Context: an optimization exercise on an open-source flow, tuned for small area and a short achievable clock period. The choices shown serve that exercise and are no tape-out recipe.
Function was checked by simulation only, so behaviour that the tests miss may differ from the original.
Power is estimated from default activity; no workload was simulated.

v33:
Design adder, start of the top module:
module adder #(
    parameter N = 512,
    parameter p = 512'h65b48e8f740f89bffc8ab0d15e3e4c4ab42d083aedc88c425afbfcc69322c9cda7aac6c567f35507516730cc1f0b4f25c2721bf457aca8351b81b90533c6c87b,
    parameter word_size = 32,
    parameter chunks = N/word_size
    ) (
    input clk,
    input rst,
    input c_in,
    input wire [N-1:0] X, Y,
    output wire [N:0] Z,
    output reg done
);
clock: 10.0 ns
lec_check: 0
cap_margin: 20
core_area: 10 10 530 530
die_area: 0 0 540 540
setup_slack_margin: 5
slew_margin: 20
run.sh (not shown) runs the stock make flow with config.mk's settings and CLKGATE_MAP_FILE= SYNTH_SCRIPT=/design/flow/synth_recipe.tcl, a recipe that flattens the netlist after the stock synthesis.
## Diff of input files: v37 against v33
Settings: SETUP_SLACK_MARGIN: 5 -> unset; CTS_CLUSTER_SIZE: unset -> 30; CTS_CLUSTER_DIAMETER: unset -> 80; ABC_AREA: unset -> 1.
==> flow/flow/run.sh (new file) <==
#!/bin/bash
set -euo pipefail
MARGIN=${MARGIN:-6.5}
bash standard.sh \
  "BUFFER_PORTS_ARGS=-buffer_cell sky130_fd_sc_hd__buf_1" \
  "SETUP_SLACK_MARGIN=$MARGIN" \
  finish > standard.log 2>&1
==> flow/standard.sh (new file) <==
#!/bin/bash
# synth_recipe.tcl (not shown) runs the flow's synth.tcl, then flattens the netlist and writes it again
# the make line also repeats each setting of config.mk as NAME=value (left out here)
make -C /OpenROAD-flow-scripts/flow DESIGN_CONFIG=/design/flow/config.mk WORK_HOME=/design/flow/orfs CLKGATE_MAP_FILE= SYNTH_SCRIPT=/design/flow/synth_recipe.tcl "${@:-finish}"
removed: flow/run.sh
Notes after the runs:
- Cmp v37 and v33 / proportion of synthesized chip area in sequential cells / lower: v37
- Lower share of the synthesized area in compound gates (AO/OA/AOI/OAI) goes to v37 over v33.
- Area share of and/or/nand/nor cells after synthesis was higher in v37 than in v33.
- Per the comparison of v37 with v33, share of power burned in the clock network went down by 6.1 points, non-clock buffer count went up by 85.
- Against v33, v37 reports a clock power that is lower.
The inputs of v54 differ from those of v37 as listed below.
Settings: a deleted ABC_AREA that had been 1; an added ABC_CLOCK_PERIOD_IN_PS of 3000; a deleted CTS_CLUSTER_SIZE that had been 30; a deleted CTS_CLUSTER_DIAMETER that had been 80.
==> flow/run.sh (new file) <==
#!/bin/bash
# synth_recipe.tcl (not shown) runs the flow's synth.tcl, then flattens the netlist and writes it again
# the make line also repeats each setting of config.mk as NAME=value (left out here)
make -C /OpenROAD-flow-scripts/flow DESIGN_CONFIG=/design/flow/config.mk WORK_HOME=/design/flow/orfs CLKGATE_MAP_FILE= SYNTH_SCRIPT=/design/flow/synth_recipe.tcl finish
removed: flow/flow/run.sh
removed: flow/standard.sh
Results
On met1 routed wirelength after detailed routing, the lower figure sits with v37, not v54. Going from v37 to v54, maximum count of clock buffers along a single path moved up, post-synthesis to final-layout area growth has increased, final area now sits higher.
Changes in v8 relative to v54:
Settings: setting ABC_AREA to 1 for the first time; removing ABC_CLOCK_PERIOD_IN_PS (formerly 3000).
==> flow/flow/run.sh (new file) <==
#!/bin/bash
set -euo pipefail
MARGIN=${MARGIN:-6.3}
bash standard.sh \
  "BUFFER_PORTS_ARGS=-buffer_cell sky130_fd_sc_hd__buf_2" \
  "SETUP_SLACK_MARGIN=$MARGIN" \
  finish > standard.log 2>&1
==> flow/standard.sh (new file) <==
#!/bin/bash
# synth_recipe.tcl (not shown) runs the flow's synth.tcl, then flattens the netlist and writes it again
# the make line also repeats each setting of config.mk as NAME=value (left out here)
make -C /OpenROAD-flow-scripts/flow DESIGN_CONFIG=/design/flow/config.mk WORK_HOME=/design/flow/orfs CLKGATE_MAP_FILE= SYNTH_SCRIPT=/design/flow/synth_recipe.tcl "${@:-finish}"
removed: flow/run.sh
Notes after the runs:
Switching share of power, v54 and v8: larger value in v8
Cmp v54 and v8 / arithmetic-cell share of the synthesized area counting full adders, half adders and majority gates / higher: v54
Comparing v54 and v8, first-pass GRT wire length is higher on v54.
v8 against v54: setup slack after layout shows an increase of 1.51 ns; internal power summed over all cells shows a reduction of about 6%.
The inputs of v41 differ from those of v8 as listed below.
Settings: clearing ABC_AREA, which used to be 1.
==> flow/run.sh (new file) <==
#!/bin/bash
# synth_recipe.tcl (not shown) runs the flow's synth.tcl, then flattens the netlist and writes it again
# the make line also repeats each setting of config.mk as NAME=value (left out here)
make -C /OpenROAD-flow-scripts/flow DESIGN_CONFIG=/design/flow/config.mk WORK_HOME=/design/flow/orfs CLKGATE_MAP_FILE= SYNTH_SCRIPT=/design/flow/synth_recipe.tcl finish
removed: flow/flow/run.sh
removed: flow/standard.sh
--- outcome ---
v41 | status: complete | timing, DRC, antenna: pass
Hold slack in v41 is 0.058 ns higher than in v8
Going from v8 to v41, the number of clock buffer instances in the layout was found to have gone down by 17.
v8 -> v41: final non-filler cell area increased by a little under 10%
Maximum frequency sits lower in v41 than in v8.
v41 vs v8: synthesized area down slightly
Of v41 and v8, v8 shows the lower final period utilization, with v41 above it.
Taking v41 over v8, the total power after layout ratio works out to 1.06.
Of the two values seen for leading cell type in the layout, fill and taps excluded, sky130_fd_sc_hd__buf_2 was produced by v8 and sky130_fd_sc_hd__clkdlybuf4s50_1 by v41.
v41 vs v8: post-synthesis instance total down by a little under 10%
Wire: v41 routes more than v8
In the route summary, v41 ends up with a via count below that of v8.
The inputs of v58 differ from those of v41 as listed below.
==> flow/flow/run.sh (new file) <==
#!/bin/bash
set -euo pipefail
MARGIN=${MARGIN:-6.5}
bash standard.sh \
  "BUFFER_PORTS_ARGS=-buffer_cell sky130_fd_sc_hd__buf_2" \
  "SETUP_SLACK_MARGIN=$MARGIN" \
  finish > standard.log 2>&1
==> flow/standard.sh (new file) <==
#!/bin/bash
# synth_recipe.tcl (not shown) runs the flow's synth.tcl, then flattens the netlist and writes it again
# the make line also repeats each setting of config.mk as NAME=value (left out here)
make -C /OpenROAD-flow-scripts/flow DESIGN_CONFIG=/design/flow/config.mk WORK_HOME=/design/flow/orfs CLKGATE_MAP_FILE= SYNTH_SCRIPT=/design/flow/synth_recipe.tcl "${@:-finish}"
removed: flow/run.sh
==> comparison <==
Post-route fraction of the period consumed by the critical path was higher in the run labelled v41. In v58, met2 routed wirelength is higher than in v41. Compared with v41, v58 instantiates a larger number of cells. The source of the critical timing path comes out bg[80] in one run and bs[69] in the other, namely in v58 and v41 respectively. v58 gives more proportion of cell area occupied by multi-input gates than v41 did.

## re-timing with driven ports
No port has a modelled driver above. Below, the same layouts with a new extraction and two added sets of constraints. Step 1, drivers: a clkbuf_16 drives clk and a buf_2 each remaining input, both assumed. Step 2 also shifts input and output timing later by t, the mid clock arrival at the registers, as if the neighbouring blocks saw the same clock. Slacks: no drivers / after step 1 / after step 2; pairs: no drivers / after step 1.
| run | shift t [ns] | slack for setup (ns) | latest minus earliest clock arrival (ns) | slew at the worst register clock pin (ns) | worst slew at a driven data input, ns |
|---|---|---|---|---|---|
| v33 | 0.891 | 5.355 / 5.355 / 5.355 | 0.062 / 0.063 | 0.07 / 0.07 | 0.34 |
| v37 | 0.808 | 6.284 / 6.284 / 6.284 | 0.088 / 0.087 | 0.12 / 0.12 | 0.40 |
| v54 | 0.884 | 4.833 / 4.833 / 4.833 | 0.071 / 0.070 | 0.07 / 0.07 | 0.33 |
| v8 | 0.881 | 6.346 / 6.294 / 6.346 | 0.053 / 0.053 | 0.07 / 0.07 | 0.45 |
| v41 | 0.884 | 4.833 / 4.833 / 4.833 | 0.071 / 0.070 | 0.07 / 0.07 | 0.33 |
| v58 | 0.891 | 5.845 / 5.845 / 5.845 | 0.083 / 0.083 | 0.07 / 0.07 | 0.36 |
After both steps setup and hold are still met in every run listed.
